This design comes from an exercise in tuning for small area and a short achievable clock period on the open sky130 flow, not from production work. Only simulation tests tie the RTL to the original design; equivalence was not proved. Power is estimated from default activity; no workload was simulated.

// wavefront_allocator
module wavefront_allocator #(
  parameter int VC_NUM = 2
)(
  input  logic clk,
  input  logic RSTn,
  input  logic [PORT_NUM-1:0][VC_NUM-1:0] vc_request,
  input  logic [PORT_NUM-1:0][VC_NUM-1:0][2:0] vc_target_port,
  output logic [PORT_NUM-1:0][VC_NUM-1:0] vc_grant_final
);
For scale: ~310 cells after synthesis, about 9 flip-flops, roughly 1800 µm² of cells after synthesis.
export LEC_CHECK = 0
export CAP_MARGIN = 20
export CORE_MARGIN = 2
export CORE_UTILIZATION = 70
export CTS_BUF_LIST = sky130_fd_sc_hd__clkbuf_4
export PLACE_DENSITY = 0.85
export SLEW_MARGIN = 20
create_clock -name core_clock -period 40.0 [get_ports {clk}]
standard.sh (not shown) runs the stock make flow with config.mk's settings and CLKGATE_MAP_FILE= SYNTH_SCRIPT=/design/flow/synth_recipe.tcl, a recipe that flattens the netlist after the stock synthesis.
==> flow/flow/run.sh <==
#!/bin/bash
set -euo pipefail
W=$(pwd)
F=$W/flow

sed 's#log_cmd abc {\*}\$abc_args#log_cmd abc -script '"$F"'/area.abc {*}[lrange $abc_args 2 end]#' \
  "$FLOW_HOME/scripts/synth.tcl" > "$W/my_synth.tcl"
grep -q "area.abc" "$W/my_synth.tcl"
sed 's#\$::env(SCRIPTS_DIR)/synth.tcl#'"$W"'/my_synth.tcl#' synth_recipe.tcl > my_synth_recipe.tcl
grep -q my_synth.tcl my_synth_recipe.tcl

cp config.mk my_config.mk
echo 'export CTS_ARGS = -sink_clustering_enable -repair_clock_nets -dont_use_dummy_load -sink_clustering_size 30 -sink_clustering_max_diameter 300 -buf_list sky130_fd_sc_hd__clkbuf_4' >> my_config.mk
echo 'export SETUP_SLACK_MARGIN = 17.7' >> my_config.mk
echo 'export BUFFER_PORTS_ARGS = -buffer_cell sky130_fd_sc_hd__buf_1' >> my_config.mk

sed -e 's#SYNTH_SCRIPT=[^ ]*#SYNTH_SCRIPT='"$W"'/my_synth_recipe.tcl#' \
    -e 's#DESIGN_CONFIG=[^ ]*#DESIGN_CONFIG='"$W"'/my_config.mk#' standard.sh > my_standard.sh
grep -q my_synth_recipe.tcl my_standard.sh
grep -q my_config.mk my_standard.sh

bash my_standard.sh > flow.log 2>&1
==> flow/flow/area.abc <==
strash
&get -n
&deepsyn -T 60
&put
strash
&get -n
&dch -f
&nf -R 1000
&put
topo
The baseline never finished: it broke off in global routing (5_1_grt) (GRT-0232).
==> next run, changes <==
--- a/flow/flow/run.sh
+++ b/flow/flow/run.sh
@@ -13,2 +12,0 @@
-echo 'export CTS_ARGS = -sink_clustering_enable -repair_clock_nets -dont_use_dummy_load -sink_clustering_size 30 -sink_clustering_max_diameter 300 -buf_list sky130_fd_sc_hd__clkbuf_4' >> my_config.mk
-echo 'export SETUP_SLACK_MARGIN = 17.7' >> my_config.mk
Settings changed: CORE_UTILIZATION 70 to 55, CTS_CLUSTER_DIAMETER set to 300, CTS_CLUSTER_SIZE set to 30, PLACE_DENSITY 0.85 to unset.
=> The changed run finished clean. Synthesized area does not change. Synthesized cell count is unchanged.


== job 4027 ==
Another version of the RTL of wavefront_allocator (not shown whole).
Size: roughly 9 flip-flops, roughly 52 I/O pins.
## wavefront_allocator
module wavefront_allocator #(
  parameter int VC_NUM = 2
)(
  input  logic clk,
  input  logic RSTn,
  input  logic [PORT_NUM-1:0][VC_NUM-1:0] vc_request,
  input  logic [PORT_NUM-1:0][VC_NUM-1:0][2:0] vc_target_port,
  output logic [PORT_NUM-1:0][VC_NUM-1:0] vc_grant_final
);
  logic [3:0] wf_start;  
  logic [4:0] vc_start;
  logic [4:0][1:0][4:0] hit;
  logic [4:0][4:0] req;
  logic [4:0] avail;
  logic [4:0] g1;
  logic [1:0][4:0] act;
  always_comb begin
    for (int i = 0; i < 5; i++)
      for (int v = 0; v < 2; v++) begin
        logic [2:0] t;
        logic r;
        t = vc_target_port[i][v];
        r = vc_request[i][v];
        hit[i][v][0] = r & ~t[2] & ~t[1] & ~t[0];
        hit[i][v][1] = r & ~t[1] &  t[0];
        hit[i][v][2] = r &  t[1] & ~t[0];
        hit[i][v][3] = r &  t[1] &  t[0];
        hit[i][v][4] = r &  t[2];
      end
    for (int o = 0; o < 5; o++)
      for (int i = 0; i < 5; i++)
        req[o][i] = hit[i][0][o] | hit[i][1][o];
  end
  always_comb begin
    for (int o = 0; o < 5; o++) begin
  ...
clock: 40.0 ns
lec_check: 0
cap_margin: 20
core_margin: 2
core_utilization: 40
cts_buf_list: sky130_fd_sc_hd__clkbuf_2
slew_margin: 20
==> flow/flow/run.sh <==
#!/bin/bash
set -euo pipefail
W=$(pwd)
F=$W/flow

sed 's#log_cmd abc {\*}\$abc_args#log_cmd abc -script '"$F"'/area.abc {*}[lrange $abc_args 2 end]#' \
  "$FLOW_HOME/scripts/synth.tcl" > "$W/my_synth.tcl"
grep -q "area.abc" "$W/my_synth.tcl"
sed 's#\$::env(SCRIPTS_DIR)/synth.tcl#'"$W"'/my_synth.tcl#' synth_recipe.tcl > my_synth_recipe.tcl
grep -q my_synth.tcl my_synth_recipe.tcl

cp config.mk my_config.mk
echo 'export BUFFER_PORTS_ARGS = -buffer_cell sky130_fd_sc_hd__buf_1' >> my_config.mk

sed -e 's#SYNTH_SCRIPT=[^ ]*#SYNTH_SCRIPT='"$W"'/my_synth_recipe.tcl#' \
    -e 's#DESIGN_CONFIG=[^ ]*#DESIGN_CONFIG='"$W"'/my_config.mk#' standard.sh > my_standard.sh
grep -q my_synth_recipe.tcl my_standard.sh
grep -q my_config.mk my_standard.sh

bash my_standard.sh > flow.log 2>&1
==> flow/flow/area.abc <==
strash
&get -n
&syn2
&dch -f
&nf -R 1000
&put
strash
&get -n
&dch -f
&nf -R 1000
&put
topo
Modified inputs, job 1783 compared to job 4027
--- a/flow/flow/run.sh
+++ b/flow/flow/run.sh
@@ -12,0 +13 @@
+echo 'export SETUP_SLACK_MARGIN = 19.5' >> my_config.mk
--- a/flow/config.mk
+++ b/flow/config.mk
@@ -11 +11 @@
-export CTS_BUF_LIST = sky130_fd_sc_hd__clkbuf_2
+export CTS_BUF_LIST = sky130_fd_sc_hd__clkbuf_4
Notes after the runs:
Combinational gate power sits higher in job 1783 than in job 4027.
Final layout net count (job 1783 vs. job 4027) increases by more than 10%
Going from job 4027 to job 1783, via count grows by about 25%.
Job 1783: sequential share of power lower than job 4027
Looking at slowest stage cell on the critical path, the sky130_fd_sc_hd__or3_1 result is from job 1783; the sky130_fd_sc_hd__nor4b_1 one comes from job 4027.
Compare job 4027 and job 1783 | core occupancy in the finished layout higher: job 1783
> inputs changed (job 1783 -> job 6609)
--- a/flow/flow/run.sh
+++ b/flow/flow/run.sh
@@ -13 +13 @@
-echo 'export SETUP_SLACK_MARGIN = 19.5' >> my_config.mk
+echo 'export SETUP_SLACK_MARGIN = 18' >> my_config.mk
Findings:
- Compared with job 1783, in job 6609 global placement routability congestion rose by about 3.4%; synthesis-to-layout area growth decreased by 49 points relative to the old numbers; transition at the pin with the smallest max-transition slack lost 0.36 ns; number of buffers outside the clock class in the layout lost about 50%; via density per instance down 7.5%.
- Job 1783 ended up with sky130_fd_sc_hd__buf_4 as its leading cell type in the layout, fill and taps excluded; job 6609 ended up with sky130_fd_sc_hd__nand2_1.
- The fraction of standard cell area in multi-input logic of job 6609 exceeds that of job 1783 by 9.8 points.
For job 9201, these inputs were changed with respect to job 6609:
--- a/flow/flow/run.sh
+++ b/flow/flow/run.sh
@@ -13 +12,0 @@
-echo 'export SETUP_SLACK_MARGIN = 18' >> my_config.mk
## What came out
Summary: wire length, job 9201 better than job 6609
Against job 6609, cell area after layout in job 9201 fell by a little under 10%.
Via count (lower): job 9201
Job 6609 → job 9201: headroom to the max-slew limit now smaller, worst hold slack comparable, setup slack now smaller, data arrival time of the critical path now larger.


== nickel ==
RTL: one of the versions met above, not the one the previous note started from.
Size: roughly 310 cells after synthesis, ~52 I/O pins.
Settings: LEC_CHECK=0, CAP_MARGIN=20, CORE_MARGIN=2, CORE_UTILIZATION=40, CTS_BUF_LIST=sky130_fd_sc_hd__clkbuf_4, CTS_CLUSTER_DIAMETER=300, CTS_CLUSTER_SIZE=30, SLEW_MARGIN=20; clock period 40.0 ns.
==> flow/flow/run.sh <==
#!/bin/bash
set -euo pipefail
W=$(pwd)
F=$W/flow

sed 's#log_cmd abc {\*}\$abc_args#log_cmd abc -script '"$F"'/area.abc {*}[lrange $abc_args 2 end]#' \
  "$FLOW_HOME/scripts/synth.tcl" > "$W/my_synth.tcl"
grep -q "area.abc" "$W/my_synth.tcl"
sed 's#\$::env(SCRIPTS_DIR)/synth.tcl#'"$W"'/my_synth.tcl#' synth_recipe.tcl > my_synth_recipe.tcl
grep -q my_synth.tcl my_synth_recipe.tcl

cp config.mk my_config.mk
echo 'export BUFFER_PORTS_ARGS = -buffer_cell sky130_fd_sc_hd__buf_1' >> my_config.mk

sed -e 's#SYNTH_SCRIPT=[^ ]*#SYNTH_SCRIPT='"$W"'/my_synth_recipe.tcl#' \
    -e 's#DESIGN_CONFIG=[^ ]*#DESIGN_CONFIG='"$W"'/my_config.mk#' standard.sh > my_standard.sh
grep -q my_synth_recipe.tcl my_standard.sh
grep -q my_config.mk my_standard.sh

bash my_standard.sh > flow.log 2>&1
==> flow/flow/area.abc <==
strash
&get -n
&deepsyn -T 60
&put
strash
&get -n
&dch -f
&nf -R 1000
&put
topo
nickel reached the final stage; the timing, DRC and antenna checks on its layout passed.
diff inputs: nickel => ember
# nickel
export LEC_CHECK = 0
export CAP_MARGIN = 20
export CORE_MARGIN = 2
export CORE_UTILIZATION = 40
export CTS_BUF_LIST = sky130_fd_sc_hd__clkbuf_4
export CTS_CLUSTER_DIAMETER = 300
export CTS_CLUSTER_SIZE = 30
export SLEW_MARGIN = 20
create_clock -name core_clock -period 40.0 [get_ports {clk}]
# ember
export LEC_CHECK = 0
export CAP_MARGIN = 20
export CORE_MARGIN = 2
export CORE_UTILIZATION = 70
export CTS_BUF_LIST = sky130_fd_sc_hd__clkbuf_4
export PLACE_DENSITY = 0.85
export SLEW_MARGIN = 20
create_clock -name core_clock -period 40.0 [get_ports {clk}]
diff --git a/flow/flow/run.sh b/flow/flow/run.sh
--- a/flow/flow/run.sh
+++ b/flow/flow/run.sh
@@ -12,2 +12,4 @@
 cp config.mk my_config.mk
+echo 'export CTS_ARGS = -sink_clustering_enable -repair_clock_nets -dont_use_dummy_load -sink_clustering_size 30 -sink_clustering_max_diameter 300 -buf_list sky130_fd_sc_hd__clkbuf_4' >> my_config.mk
+echo 'export SETUP_SLACK_MARGIN = 17.3' >> my_config.mk
 echo 'export BUFFER_PORTS_ARGS = -buffer_cell sky130_fd_sc_hd__buf_1' >> my_config.mk
--- outcome ---
On worst hold slack, ember does better than nickel. Non-clock buffer contribution to total cell area (higher): nickel. ember vs nickel — fraction of met2 tracks used by global routing rose 29 points. Min routed wire length across ember and nickel: nickel.
The following lists how harbor was set up differently from ember:
# ember
export LEC_CHECK = 0
export CAP_MARGIN = 20
export CORE_MARGIN = 2
export CORE_UTILIZATION = 70
export CTS_BUF_LIST = sky130_fd_sc_hd__clkbuf_4
export PLACE_DENSITY = 0.85
export SLEW_MARGIN = 20
create_clock -name core_clock -period 40.0 [get_ports {clk}]
# harbor
export LEC_CHECK = 0
export CAP_MARGIN = 20
export CORE_MARGIN = 2
export CORE_UTILIZATION = 40
export CTS_BUF_LIST = sky130_fd_sc_hd__clkbuf_4
export CTS_CLUSTER_DIAMETER = 300
export CTS_CLUSTER_SIZE = 30
export SLEW_MARGIN = 20
create_clock -name core_clock -period 40.0 [get_ports {clk}]
diff --git a/flow/flow/run.sh b/flow/flow/run.sh
--- a/flow/flow/run.sh
+++ b/flow/flow/run.sh
@@ -13,3 +13,2 @@
 echo 'export CTS_ARGS = -sink_clustering_enable -repair_clock_nets -dont_use_dummy_load -sink_clustering_size 30 -sink_clustering_max_diameter 300 -buf_list sky130_fd_sc_hd__clkbuf_4' >> my_config.mk
-echo 'export SETUP_SLACK_MARGIN = 17.3' >> my_config.mk
 echo 'export BUFFER_PORTS_ARGS = -buffer_cell sky130_fd_sc_hd__buf_1' >> my_config.mk
--- outcome ---
Compared with ember, harbor improves summed area of non-filler cells in the final layout.
Power: harbor draws less than ember
On insertion delay to the later sink of the worst-skew pair, ember tracks harbor almost exactly.
Beginning of the critical path: vc_request[1] -> harbor, vc_request[5] -> ember
Modified inputs, tundra compared to harbor
# harbor
export LEC_CHECK = 0
export CAP_MARGIN = 20
export CORE_MARGIN = 2
export CORE_UTILIZATION = 40
export CTS_BUF_LIST = sky130_fd_sc_hd__clkbuf_4
export CTS_CLUSTER_DIAMETER = 300
export CTS_CLUSTER_SIZE = 30
export SLEW_MARGIN = 20
create_clock -name core_clock -period 40.0 [get_ports {clk}]
# tundra
export LEC_CHECK = 0
export CAP_MARGIN = 20
export CORE_MARGIN = 2
export CORE_UTILIZATION = 70
export CTS_BUF_LIST = sky130_fd_sc_hd__clkbuf_4
export PLACE_DENSITY = 0.85
export SLEW_MARGIN = 20
create_clock -name core_clock -period 40.0 [get_ports {clk}]
--- outcome ---
harbor: all stages complete, timing, DRC and antenna checks passed
tundra | status: complete | timing, DRC, antenna: pass
Looking at hold slack across tundra and harbor, the one that comes out higher is tundra.
Diff harbor -> tundra | HPWL after detailed placement | decrease of about 5%
Number of remaining DRC errors: tundra vs harbor identical
In the flow results for tundra and harbor, the setup slack is smaller on tundra.
In terms of timing-limited maximum frequency, harbor and tundra differ only marginally.

separate check: timing with driven ports:
The flow's constraints put no driver on any port. The routed layouts listed below were extracted and timed again, unchanged, in two steps. Step 1: set_driving_cell puts a clkbuf_16 on clk and a buf_2 on each other input, an assumption about the parent block. Step 2 times the ports against the registers' clock, not the clock port: input delays grow and output delays shrink by t, the midpoint of the rising clock arrivals with the driver on. Three values: ideal ports, drivers, drivers and shift; two values: the first two.
| run | t (ns) | slack for setup (ns) | worst setup path after step 2 |
|---|---|---|---|
| the second run of note 1 | 0.311 | 16.968 / 16.946 / 16.946 | input to output |
| job 4027 | 0.281 | 17.471 / 17.446 / 17.446 | input to output |
| job 1783 | 0.302 | 18.933 / 18.889 / 18.889 | input to output |
| job 6609 | 0.309 | 18.510 / 18.484 / 18.484 | input to output |
| job 9201 | 0.295 | 17.441 / 17.415 / 17.415 | input to output |
| nickel | 0.302 | 17.072 / 17.051 / 17.051 | input to output |
| ember | 0.303 | 17.486 / 17.464 / 17.464 | input to output |
| harbor | 0.299 | 17.033 / 17.012 / 17.012 | input to output |
| tundra | 0.302 | 16.988 / 16.966 / 16.966 | input to output |
After both steps setup and hold are still met in every run listed. For job 1783, which loses most, drivers alone change the setup slack by -0.044 ns; drivers and shift together by -0.044 ns.
